This is an optimization exercise on Yosys and OpenROAD, whose aim is small area, not a production implementation.
Function was not checked in any run shown here: the RTL went through the layout flow alone.
Power and IR drop assume default switching activity.

## flow/design.v (module list and top-level ports; edited modules follow where they fit)
// module crc7: 29 lines
// module crc16_2bit: 41 lines
// module sdio_data_phy: 328 lines
// module sdio_device_phy: 204 lines
// module sdio_card_control: 384 lines
// module sdio_data_control: 525 lines
// module sdio_cccr: 157 lines
// module sdio_cis: 29 lines
// module sdio_fbr: 82 lines
// module sdio_cia: 488 lines
// module sdio_device_stack: 414 lines
module sdio_device_stack (
  input                     sdio_clk,
  input                     sdio_clk_x2,
  input                     rst,
  output                    o_mem_en,
  output          [7:0]     o_func_enable,           
  input           [7:0]     i_func_ready,            
  output          [2:0]     o_func_abort_stb,
  input           [7:0]     i_func_exec_status,
  input           [7:0]     i_func_ready_for_data,
  output                    o_fbr1_csa_en,
  output          [3:0]     o_fbr1_pwr_mode,
  output          [15:0]    o_fbr1_block_size,
  output                    o_fbr2_csa_en,
  output          [3:0]     o_fbr2_pwr_mode,
  output          [15:0]    o_fbr2_block_size,
  output                    o_fbr3_csa_en,
  output          [3:0]     o_fbr3_pwr_mode,
  output          [15:0]    o_fbr3_block_size,
  output                    o_fbr4_csa_en,
  output          [3:0]     o_fbr4_pwr_mode,
  output          [15:0]    o_fbr4_block_size,
  output                    o_fbr5_csa_en,
  output          [3:0]     o_fbr5_pwr_mode,
  output          [15:0]    o_fbr5_block_size,
  output                    o_fbr6_csa_en,
  output          [3:0]     o_fbr6_pwr_mode,
  output          [15:0]    o_fbr6_block_size,
  output                    o_fbr7_csa_en,
  output          [3:0]     o_fbr7_pwr_mode,
  output          [15:0]    o_fbr7_block_size,
  output                    o_func1_wr_stb,
  output          [7:0]     o_func1_wr_data,
  // ...
==> flow/sdio_cis_rom.hex <==
20
04
00
01
00
00
21
02
0C
00
22
06
00
08
00
02
00
00
FF
21
02
0C
00
21
02
00
00
00
01
00
00
00
00
00
00
00
64
02
08
00
22
2A
01
08
00
02
FF
00
0A
0A
0A
0A
0A
0A
00
00
00
00
00
00
0A
0A
00
32
00
32
00
14
00
14
FF
FF
FF
FF
FF
FF
FF
00
00
00
==> flow/run.sh <==
#!/bin/bash
# synth_recipe.tcl (not shown) runs the flow's synth.tcl, then flattens the netlist and writes it again
# the make line also repeats each setting of config.mk as NAME=value (left out here)
make -C /OpenROAD-flow-scripts/flow DESIGN_CONFIG=/design/flow/config.mk WORK_HOME=/design/flow/orfs CLKGATE_MAP_FILE= SYNTH_SCRIPT=/design/flow/synth_recipe.tcl finish
==> flow/config.mk <==
export PLATFORM = sky130hd
export DESIGN_NAME = sdio_device_stack
export DESIGN_NICKNAME = sdio_device_stack
export VERILOG_FILES = /design/flow/design.v
export SDC_FILE = /design/flow/constraint.sdc
export NUM_CORES = 4
export LEC_CHECK = 0
export CAP_MARGIN = 20
export CORE_MARGIN = 2
export CORE_UTILIZATION = 40
export SLEW_MARGIN = 20
==> flow/constraint.sdc <==
create_clock -name core_clock -period 10.0 [get_ports {sdio_clk}]
set_input_delay 2.0000 -clock core_clock [delete_from_list [all_inputs] [get_ports {sdio_clk}]]
set_output_delay 2.0000 -clock core_clock [all_outputs]
set_load 0.01 [all_outputs]
==> flow_metrics.py, run 1 <==
metrics = {
    "synthesis": {
        "yosysSeqAreaShare_pct": 38.8,
        "ys.flop_type": "dfxtp_1",
        "synth_xor_xnor_area_share_pct": 2.17,
        "synth_top_family_by_area": "compound AO/OA/AOI/OAI gates",
        "synthSimpleGateAreaFrac_pct": 21.5,
    },
    "global_routing": {
        "grt_usage_pct": 25.9,
        "grtUsageMet2_pct": 39.7,
    },
    "routing": {
        "vias_per_cell": 5.73,
        "met2_length_um": 45200,
    },
    "final_layout": {
        "mostFrequentLayoutCells": "dfxtp_1 (576), nand2_1 (492), nor2_1 (471), clkdlybuf4s50_1 (290), a21oi_1 (248)",
        "clock_area_share_pct": 6.13,
        "nets": 4077,
        "reg_top3": "phy.data_phy.data_crc.crc.crc: 64 flops, phy.data_phy.host_crc: 64 flops, phy.lcl_rsps: 40 flops",
        "areaGrowthSynthToFinish_pct": 18.2,
    },
    "sta": {
        "fin_crit_sh_pct": 65.2,
        "worst_slack_ns": 3.48,
        "post-route-min-period_ns": 6.52,
        "tns_ns": 0,
        "max-slew-margin-rel_pct": 25.1,
    },
    "clock_network": {
        "hold_buffers": 0,
        "cts_tree": "done",
        "cts-root-buf": "clkbuf_16",
    },
    "floorplan": {
        "rows": 100,
    },
    "critical_path": {
        "crit_buf_inv": 4,
        "path_depth": 6,
        "slowest_delay_ns": 0.72,
    },
    "min_path": {
        "holdPathStages": 1,
    },
    "status": {
        "status": "complete, no violations",
    },
    "pwr": {
        "p_seq_w": 0.00242,
        "power.share.clock_pct": 46.7,
    },
}
==> inputs of run 2 (changes only) <==
--- a/flow/config.mk
+++ b/flow/config.mk
@@ -5,6 +5,7 @@
 export SDC_FILE = /design/flow/constraint.sdc
 export NUM_CORES = 4
 export LEC_CHECK = 0
+export ABC_AREA = 1
 export CAP_MARGIN = 20
 export CORE_MARGIN = 2
 export CORE_UTILIZATION = 40
==> flow_metrics.py, run 2 <==
metrics = {
    "routing": {
        "ant_nets": 0,
        "first_pass_iters": 7,
        "vias_per_cell": 5.41,
        "wl_per_cell_um": 19.2,
        "drt-total-wl_um": 112000,
        "vias": 31400,
        "drtIter0Drc": 2895,
        "drcViolationCount": 0,
    },
    "global_routing": {
        "grt_pass1_wl_um": 168000,
        "overflow": 0,
        "first_global_vias": 28500,
        "antenna_found_initial": 5,
        "grt_usage_pct": 26.7,
        "grt_max_degree": 103,
    },
    "pwr": {
        "power.share.clock_pct": 41.8,
        "seqPwrFrac_pct": 41.6,
        "p_int_w": 0.00424,
        "peakVddDrop_mv": 0.113,
        "leakage_nw": 14.0,
        "p_per_area_mw_per_mm2": 166,
        "pwr-share-comb_pct": 16.6,
        "net-switching-power_w": 0.00185,
        "swShare_pct": 30.3,
    },
    "critical_path": {
        "worstReg2RegStart": "card_controller.o_func_num[3]",
        "worst_setup_path_end_kind": "primary output",
        "crit_fanout": 10,
        "path_class": "in -> out",
        "arrival_ns": 4.44,
        "ff2ff_setup_slack_ns": 4.94,
        "worstSetupStartpoint": "i_sd_data_in[2]",
        "start_kind": "primary input",
        "critical_path_required_ns": 8.00,
    },
    "floorplan": {
        "dieWidth_um": 283,
        "ios": 422,
        "fp.coreArea_mm2": 0.0772,
        "chipHeight_um": 283,
        "rows": 102,
        "initial_core_util_pct": 40.3,
        "die-area_mm2": 0.0801,
    },
    "synthesis": {
        "yosys_warnings": 12,
        "synth_compound_area_share_pct": 23.1,
        "synth_xor_xnor_area_share_pct": 1.55,
        "synth_area_leaders": "dfxtp_1 (37%), nand2_1 (10%), o21ai_0 (7.4%)",
        "avgSynthCellArea_um2": 6.88,
        "ys_seq_elements": 578,
        "synth-async-reset-ratio_pct": 0,
        "yosys.area.top_type": "dfxtp_1",
        "synthMuxAreaShare_pct": 0,
        "synthAdderAreaFrac_pct": 3.20,
        "synthesis.area_mm2": 0.0311,
        "synth.distinct_cells": 68,
        "synth_edf_count": 2,
        "synthTopCellsByCount": "nand2_1 (840), dfxtp_1 (576), inv_1 (487)",
        "synthSimpleGateAreaFrac_pct": 22.8,
        "yosysSeqAreaShare_pct": 37.2,
        "ys.flop_type": "dfxtp_1",
        "synth_top_cell_area_share_pct": 37.0,
        "synthCells": 4525,
        "synth_top_family_by_area": "compound AO/OA/AOI/OAI gates",
        "yosysMostFrequentCell": "nand2_1",
    },
    "clock_network": {
        "cts_buffers": 69,
        "cts_resized": 0,
        "cts_buffer_depth": 3,
        "cts.clk_slew.worst_paths_ns": 0.05,
        "cts_tree": "done",
        "hold_buffers": 0,
        "clock_latency_ns": 0.62,
        "cts-root-buf": "clkbuf_16",
        "post_cts_buffers": 0,
        "h-tree-depth": 3,
        "clock_sinks": 578,
    },
    "sta": {
        "tns_ns": 0,
        "fmax_mhz": 155,
        "worst_slack_ns": 3.56,
        "rsz0062_at_grt": "no",
        "fin_crit_sh_pct": 64.4,
        "post-route-min-period_ns": 6.44,
        "hold_viol_final": 0,
        "max-slew-margin-rel_pct": 27.0,
        "finalMaxSlewViolations": 0,
        "worstMarginPinSlew_ns": 1.09,
        "finClkSkew_ns": 0.0282,
        "finalSetupViolations": 0,
    },
    "final_layout": {
        "mostFrequentLayoutCells": "nand2_1 (839), dfxtp_1 (576), inv_1 (487), nor2_1 (475), o21ai_0 (462)",
        "fillers": 7930,
        "final_core_utilization_pct": 47.5,
        "final_common_cell": "nand2_1",
        "drive_gt1_share_pct": 4.47,
        "areaGrowthSynthToFinish_pct": 17.7,
        "nets": 4927,
        "reg_top3": "phy.data_phy.data_crc.crc.crc: 64 flops, phy.data_phy.host_crc: 64 flops, phy.lcl_rsps: 40 flops",
    },
    "flow_run": {
        "maxCapViolCount": 0,
    },
    "min_path": {
        "holdCritPathClass": "reg -> reg",
        "min_from": "phy.data_phy.read_data[6]",
    },
    "placed_design": {
        "dpl.hpwl_um": 80100,
        "gp_congestion": 0.933,
        "post-place-ws_ns": 3.68,
        "portBuffers": 291,
    },
    "status": {
        "status": "complete, no violations",
    },
}
[run 2: power by group through the flow]
| stage | Clock (W) | Sequential [W] | Combinational (W) |
|---|---|---|---|
| floorplan | 0 | 0.00254 | 0.000739 |
| global placement | 0 | 0.00258 | 0.000997 |
| detailed placement | 0 | 0.00258 | 0.000998 |
| CTS | 0.00258 | 0.00253 | 0.00100 |
| global route | 0.00268 | 0.00254 | 0.00113 |
| finish | 0.00254 | 0.00253 | 0.00101 |
[run 2: per-layer routing]
metal | GRT usage [%] | vias up | part of all wire, %
met5 | 0 | - | 0
met1 | 37.6 | 14600 | 45
li1 | - | 15400 | -
met2 | 40.0 | 1243 | 43
met4 | 9.47 | 0 | 3.4
met3 | 5.67 | 182 | 8.5
[run 2: worst max-delay path: stages]
cell and delay, ns:
clkdlybuf4s50_1 0.63, inv_1 0.23, o21ai_0 0.27, clkinv_1 0.49, nor2_1 0.23, clkdlybuf4s50_1 0.57
[run 2: cell type report]
cell class | instances | area, um^2 | share of cell area, %
antenna | 1 | 2.50 | 0.00683
tap | 1040 | 1300 | 3.55
inverter | 528 | 1990 | 5.43
clock buffer | 100 | 2030 | 5.55
sequential | 578 | 11600 | 31.6
timing repair buffer | 328 | 3190 | 8.71
clock inverter | 17 | 229 | 0.625
multi-input combinational | 3218 | 16300 | 44.5
[run 2: cells by family after synthesis]
| family | Yosys count |
|---|---|
| buf+inv | 857 |
| xor+xnor | 55 |
| compound gates | 1265 |
| flops | 578 |
| other cells | 1 |
| simple gates | 1690 |
| fa+ha+maj | 79 |
[run 2: per-stage QoR]
| stage | area (um^2) | instances | total power, W | hold WS (ns) |
|---|---|---|---|---|
| after floorplan | 31600 | 4653 | 0.00328 | 0.389 |
| after global placement | 34400 | 5692 | 0.00357 | 0.395 |
| after detailed placement | 34400 | 5692 | 0.00357 | 0.394 |
| after CTS | 36600 | 5809 | 0.00611 | 0.407 |
| after global routing | 36600 | 5809 | 0.00635 | 0.424 |
| final | 36700 | 5810 | 0.00609 | 0.407 |
[run 2: worst paths after layout]
check / cells after the start / endpoint
worst max-delay path: 6 / o_func6_wr_data[2]
worst max register to register: 15 / phy.data_phy.data_crc[1].crc.crc[3]
worst min-delay path: 1 / phy.data_phy.o_sdio_data_out[6]
worst min register to register: 1 / phy.data_phy.o_sdio_data_out[6]
==> inputs of run 3 (changes only) <==
--- a/flow/config.mk
+++ b/flow/config.mk
@@ -5,8 +5,8 @@
 export SDC_FILE = /design/flow/constraint.sdc
 export NUM_CORES = 4
 export LEC_CHECK = 0
-export ABC_AREA = 1
 export CAP_MARGIN = 20
 export CORE_MARGIN = 2
 export CORE_UTILIZATION = 40
+export CTS_BUF_LIST = sky130_fd_sc_hd__clkbuf_4 sky130_fd_sc_hd__clkbuf_8
 export SLEW_MARGIN = 20
==> flow_metrics.py, run 3 <==
metrics = {
    "status": {
        "status": "complete, no violations",
    },
    "critical_path": {
        "path_delay_family": "buffers and inverters",
        "crit_fanout": 79,
        "critical_path_required_ns": 8.00,
        "cp_cell_sequence": "buf_8 -> inv_2 -> buf_4 -> nand2_1 -> nor2_1 -> clkdlybuf4s50_1",
        "worst_setup_path_end_kind": "primary output",
        "path_class": "in -> out",
        "arrival_ns": 4.55,
        "slowest_delay_ns": 0.73,
        "crit_buf_inv": 4,
        "start_kind": "primary input",
        "cp_slowest_cell": "inv_2",
    },
    "final_layout": {
        "drive_gt1_share_pct": 8.16,
        "mostFrequentLayoutCells": "dfxtp_1 (576), nand2_1 (492), nor2_1 (471), clkdlybuf4s50_1 (290), a21oi_1 (248)",
        "final_core_utilization_pct": 47.5,
        "nets": 4112,
        "final_common_cell": "dfxtp_1",
        "areaGrowthSynthToFinish_pct": 18.0,
        "reg_top3": "phy.data_phy.data_crc.crc.crc: 64 flops, phy.data_phy.host_crc: 64 flops, phy.lcl_rsps: 40 flops",
    },
    "routing": {
        "drtIter0Drc": 2840,
        "drt-total-wl_um": 104000,
        "wl_per_cell_um": 20.9,
        "drcViolationCount": 0,
        "first_pass_iters": 9,
        "vias_per_cell": 5.69,
        "vias": 28200,
        "ant_nets": 0,
    },
    "floorplan": {
        "fp.coreArea_mm2": 0.0742,
        "ios": 422,
        "die-area_mm2": 0.0769,
        "rows": 100,
        "dieWidth_um": 277,
        "chipHeight_um": 277,
        "initial_core_util_pct": 40.3,
    },
    "global_routing": {
        "grt_max_degree": 141,
        "antenna_found_initial": 6,
        "top_usage_layer": "met2",
        "grt_util_met1_pct": 35.7,
        "grt_pass1_wl_um": 157000,
        "met3_usage_pct": 4.78,
        "first_global_vias": 26100,
        "overflow": 0,
        "grt_usage_pct": 25.9,
        "grtUsageMet2_pct": 40.1,
    },
    "sta": {
        "finalMaxSlewViolations": 0,
        "hold_viol_final": 0,
        "worstMarginPinSlew_ns": 1.09,
        "finClkSkew_ns": 0.0459,
        "tns_ns": 0,
        "rsz0062_at_grt": "no",
        "max-slew-margin-rel_pct": 26.7,
        "fin_crit_sh_pct": 65.5,
        "finalSetupViolations": 0,
        "fmax_mhz": 153,
        "post-route-min-period_ns": 6.55,
        "hold_slack_ns": 0.414,
        "worst_slack_ns": 3.45,
    },
    "clock_network": {
        "post_cts_buffers": 0,
        "cts_resized": 0,
        "cts.clk_slew.worst_paths_ns": 0.06,
        "clock_latency_ns": 0.73,
        "h-tree-depth": 3,
        "clock_sinks": 578,
        "cts-root-buf": "clkbuf_8",
        "cts_buffers": 101,
        "cts_buffer_depth": 3,
        "hold_buffers": 0,
        "cts_tree": "done",
    },
    "min_path": {
        "holdCritPathClass": "reg -> reg",
    },
    "synthesis": {
        "synth_top_family_by_area": "compound AO/OA/AOI/OAI gates",
        "synthesis.area_mm2": 0.0299,
        "ys_seq_elements": 578,
        "ys.flop_type": "dfxtp_1",
        "synthMuxAreaShare_pct": 4.40,
        "synth-async-reset-ratio_pct": 0,
        "yosys_warnings": 12,
        "synth_compound_area_share_pct": 22.4,
        "yosys.area.top_type": "dfxtp_1",
        "synth_edf_count": 2,
        "synthSimpleGateAreaFrac_pct": 21.5,
        "synthAdderAreaFrac_pct": 3.33,
        "synth_xor_xnor_area_share_pct": 2.17,
        "yosysSeqAreaShare_pct": 38.8,
        "synth_area_leaders": "dfxtp_1 (39%), nand2_1 (6.2%), nor2_1 (6.0%)",
        "yosysMostFrequentCell": "dfxtp_1",
        "synth.distinct_cells": 96,
        "synth_top_cell_area_share_pct": 38.6,
        "avgSynthCellArea_um2": 8.07,
        "synthCells": 3703,
        "synthTopCellsByCount": "dfxtp_1 (576), nand2_1 (492), nor2_1 (477)",
    },
    "pwr": {
        "p_per_area_mw_per_mm2": 144,
        "peakVddDrop_mv": 0.0924,
        "leakage_nw": 12.7,
        "power_w": 0.00509,
    },
    "placed_design": {
        "dpl.hpwl_um": 73000,
        "post-place-ws_ns": 3.53,
        "portBuffers": 291,
        "gp_congestion": 0.916,
    },
    "flow_run": {
        "maxCapViolCount": 0,
    },
}
==> run 3: cell count changes after synthesis, sizes merged, moves of 64 or more <==
cell	delta
o21ai	-323
a22oi	+153
a21oi	-186
o2bb2ai	+64
nand2	-358
inv	-426
mux2i	+119
nand3	-70
==> run 3: layout make-up <==
cell class                 instances  area (um^2)
antenna                            1         2.50
fill                            7299        38900
tap                              969         1210
sequential                       578        11600
timing repair buffer             349         3370
multi-input combinational       2804        16700
clock inverter                    21          173
clock buffer                     159         1940
inverter                          74          278
==> run 3: cell families (layout without fill, tap and decap cells) <==
family,Yosys count,count (layout)
simple gates,1411,1411
other cells,1,130
xor+xnor,74,74
compound gates,982,982
mux,129,129
fa+ha+maj,79,79
flops,578,578
buf+inv,449,603
==> run 3: where the power goes <==
part / internal, W / switching, W / total (W)
combinational: 0.000145 / 0.000239 / 0.000384
sequential: 0.00234 / 0.0000785 / 0.00242
clock: 0.00128 / 0.00100 / 0.00228
total: 0.00377 / 0.00132 / 0.00509
==> run 3: worst reg2reg max path, stage by stage (launching register included) <==
cell       delay [ns]
dfxtp_1          0.76
inv_1            0.38
fa_1             0.48
nand2b_1         0.14
a21oi_1          0.36
o21ai_1          0.16
mux2i_1          0.16
nor4_2           0.72
o2111ai_1        0.32
a21oi_1          0.76
o21ai_0          0.26
a32oi_1          0.27
==> run 3: per-layer routing <==
| layer | share of wire [%] | up-vias | routed length [um] |
|---|---|---|---|
| met4 | 3.5 | 0 | 3650 |
| met5 | 0 | - | 0 |
| met3 | 8.3 | 203 | 8620 |
| li1 | - | 13400 | - |
| met2 | 44 | 1209 | 45600 |
| met1 | 44 | 13400 | 45800 |
==> run 3: final timing paths <==
path | slack, ns | to | startpoint | depth (start not counted)
max reg2reg | 5.12 | phy.data_phy.read_data[3] | data_bus_interconnect.o_address[1] | 11
max | 3.45 | o_func6_wr_data[5] | rst | 6
min | 0.41 | phy.data_phy.o_sdio_data_out[4] | phy.data_phy.read_data[4] | 1
min reg2reg | 0.41 | phy.data_phy.o_sdio_data_out[4] | phy.data_phy.read_data[4] | 1
==> run 3: stage by stage <==
stage / std cells / instance area, um^2
finish: 4955 / 35300
global route: 4955 / 35300
CTS: 4954 / 35300
detailed placement: 4774 / 33100
global placement: 4773 / 33100
floorplan: 3831 / 30400
==> inputs of run 4 (changes only) <==
--- a/flow/config.mk
+++ b/flow/config.mk
@@ -7,6 +7,6 @@
 export LEC_CHECK = 0
 export CAP_MARGIN = 20
 export CORE_MARGIN = 2
-export CORE_UTILIZATION = 40
-export CTS_BUF_LIST = sky130_fd_sc_hd__clkbuf_4 sky130_fd_sc_hd__clkbuf_8
+export CORE_UTILIZATION = 60
+export CTS_BUF_LIST = sky130_fd_sc_hd__clkbuf_2 sky130_fd_sc_hd__clkbuf_4
 export SLEW_MARGIN = 20
==> flow_metrics.py, run 4 <==
metrics = {
    "routing": {
        "drt-total-wl_um": 99800,
        "vias_per_cell": 6.19,
        "drcViolationCount": 0,
        "vias": 29300,
        "wl_per_cell_um": 21.1,
        "first_pass_iters": 6,
        "drtIter0Drc": 3394,
        "ant_nets": 0,
    },
    "clock_network": {
        "cts_buffers": 151,
        "h-tree-depth": 4,
        "clock_latency_ns": 1.01,
        "clock_sinks": 578,
        "cts-root-buf": "clkbuf_4",
        "cts_tree": "done",
        "hold_buffers": 0,
        "cts.clk_slew.worst_paths_ns": 0.06,
        "post_cts_buffers": 0,
        "cts_buffer_depth": 3,
        "cts_resized": 0,
    },
    "global_routing": {
        "grt_pass1_wl_um": 153000,
        "antenna_found_initial": 3,
        "grt_usage_pct": 38.0,
        "grt_max_degree": 101,
        "overflow": 0,
        "first_global_vias": 27500,
    },
    "critical_path": {
        "crit_fanout": 17,
        "worst_setup_path_end_kind": "primary output",
        "path_class": "reg -> out",
        "critical_path_required_ns": 8.00,
        "start_kind": "register",
        "arrival_ns": 4.53,
    },
    "synthesis": {
        "synthCells": 3703,
        "synthTopCellsByCount": "dfxtp_1 (576), nand2_1 (492), nor2_1 (477)",
        "synth.distinct_cells": 96,
        "synth_top_cell_area_share_pct": 38.6,
        "ys_seq_elements": 578,
        "yosysSeqAreaShare_pct": 38.8,
        "yosys.area.top_type": "dfxtp_1",
        "ys.flop_type": "dfxtp_1",
        "avgSynthCellArea_um2": 8.07,
        "synth-async-reset-ratio_pct": 0,
        "synth_edf_count": 2,
        "synth_area_leaders": "dfxtp_1 (39%), nand2_1 (6.2%), nor2_1 (6.0%)",
        "yosys_warnings": 12,
        "yosysMostFrequentCell": "dfxtp_1",
        "synthesis.area_mm2": 0.0299,
    },
    "pwr": {
        "leakage_nw": 12.6,
        "p_per_area_mw_per_mm2": 140,
        "peakVddDrop_mv": 0.122,
    },
    "sta": {
        "fin_crit_sh_pct": 65.3,
        "post-route-min-period_ns": 6.53,
        "fmax_mhz": 153,
        "finClkSkew_ns": 0.0731,
        "max-slew-margin-rel_pct": 24.0,
        "rsz0062_at_grt": "no",
        "tns_ns": 0,
        "worstMarginPinSlew_ns": 1.14,
        "hold_viol_final": 0,
        "finalSetupViolations": 0,
        "finalMaxSlewViolations": 0,
    },
    "final_layout": {
        "mostFrequentLayoutCells": "dfxtp_1 (576), nand2_1 (492), nor2_1 (472), clkdlybuf4s50_1 (290), a21oi_1 (248)",
        "fillers": 4005,
        "reg_top3": "phy.data_phy.data_crc.crc.crc: 64 flops, phy.data_phy.host_crc: 64 flops, phy.lcl_rsps: 40 flops",
        "final_core_utilization_pct": 70.4,
        "final_common_cell": "dfxtp_1",
        "fin_area_mm2": 0.0345,
        "areaGrowthSynthToFinish_pct": 15.6,
        "drive_gt1_share_pct": 9.05,
        "nets": 4156,
    },
    "placed_design": {
        "gp_congestion": 0.970,
        "portBuffers": 291,
        "dpl.hpwl_um": 70100,
        "placed_area_mm2": 0.0327,
    },
    "floorplan": {
        "die-area_mm2": 0.0516,
        "initial_core_util_pct": 60.9,
        "ios": 422,
        "rows": 81,
        "chipHeight_um": 227,
        "fp.coreArea_mm2": 0.0491,
        "dieWidth_um": 227,
    },
    "status": {
        "status": "complete, no violations",
    },
    "flow_run": {
        "maxCapViolCount": 0,
    },
    "min_path": {
        "holdCritPathClass": "reg -> reg",
    },
}
==> run 4: cell types whose count changed in the layout (fill, tap and decap cells not counted), sizes merged <==
cell,previous run,this run
clkbuf,159,220
buf,58,51
clkinv,17,25
inv,75,83
bufinv,2,1
dlymetal6s2s,0,1
clkdlybuf4s18,1,0
diode,1,6
clkinvlp,1,4
==> run 4: metrics by stage <==
stage	hold WS (ns)	instances	power [W]	setup slack, ns
after floorplan	0.389	3831	0.00274	4.97
after global placement	0.396	4462	0.00283	3.60
after detailed placement	0.396	4462	0.00284	3.58
after CTS	0.411	4720	0.00484	3.49
after global routing	0.422	4725	0.00503	3.31
final	0.410	4727	0.00484	3.47
==> run 4: final cells by class <==
class,instances,area [um^2],area share [%]
inverter,74,278,0.804
multi-input combinational,2804,16700,48.3
sequential,578,11600,33.6
tap,664,831,2.41
timing repair buffer,343,3310,9.59
clock buffer,219,1640,4.76
clock inverter,39,195,0.565
antenna,6,15.0,0.0435
==> run 4: power by group <==
part,total [W],leakage [nW],internal [W],switching [W]
Clock,0.00203,1.10,0.00103,0.00100
Combinational,0.000386,6.81,0.000145,0.000241
Sequential,0.00242,4.66,0.00234,0.0000758
==> run 4: cells by family (layout without fill, tap and decap cells) <==
family	after synthesis	count (layout)	synth area share [%]
multiplexers	129	129	4.40
AO/OA/AOI/OAI	982	982	22.4
buffers and inverters	449	675	7.35
AND/OR/NAND/NOR	1411	1411	21.5
other	1	135	0.0125
adder cells (fa/ha/maj)	79	79	3.33
flip-flops	578	578	38.8
XOR/XNOR	74	74	2.17
==> run 4: worst paths after layout <==
check,endpoint,depth (start not counted),slack (ns),from
min reg2reg,phy.data_phy.o_sdio_data_out[6],1,0.41,phy.data_phy.read_data[6]
max reg2reg,phy.data_phy.read_data[3],12,5.18,data_bus_interconnect.o_address[1]
max,o_func7_wr_data[5],5,3.47,card_controller.o_func_num[0]
min,phy.data_phy.o_sdio_data_out[6],1,0.41,phy.data_phy.read_data[6]
==> run 4: critical path, cell delays in order, from the launching register on <==
cell and delay [ns]:
dfxtp_1 0.82, nand2_1 0.24, nor2_1 0.91, nand2_1 0.75, nor2_1 0.27, clkdlybuf4s50_1 0.57
==> run 4: per-layer routing <==
layer	vias to the layer above	GRT usage [%]	routed length (um)
li1	13600	-	-
met1	13800	51.5	41000
met2	1605	57.0	44300
met3	265	9.06	10500
met4	0	18.2	4000
met5	-	0	0

## static timing again, ports no longer ideal
The flow's constraints put no driver on any port. The routed layouts listed below were extracted and timed again, unchanged, in two steps.
Step 1: set_driving_cell puts a clkbuf_16 on sdio_clk and a buf_2 on each other input, an assumption about the parent block.
Step 2 moves the port delays by t, midway between the first and last clock arrival at a register: inputs arrive t later, outputs are due t later. That takes back most of the time a late clock gives input paths.
Slacks: ideal ports / drivers / drivers and shift; pairs: ideal ports / drivers.
| run | t (ns) | setup slack, ns | worst setup path at the end | worst register clock-pin slew, ns | cell pins on the clock port's net |
|---|---|---|---|---|---|
| run 1 | 0.664 | 3.479 / 3.436 / 3.436 | input to output | 0.07 / 0.07 | 1 |
| run 2 | 0.674 | 3.563 / 3.510 / 3.510 | input to output | 0.06 / 0.06 | 1 |
| run 3 | 0.768 | 3.452 / 3.409 / 3.409 | input to output | 0.07 / 0.07 | 1 |
| run 4 | 1.037 | 3.472 / 3.414 / 3.448 | input to output | 0.08 / 0.08 | 1 |
After both steps every run listed still meets setup and hold. The setup slack of run 2, which loses most, moves by -0.053 ns with the drivers and by -0.053 ns with both steps.
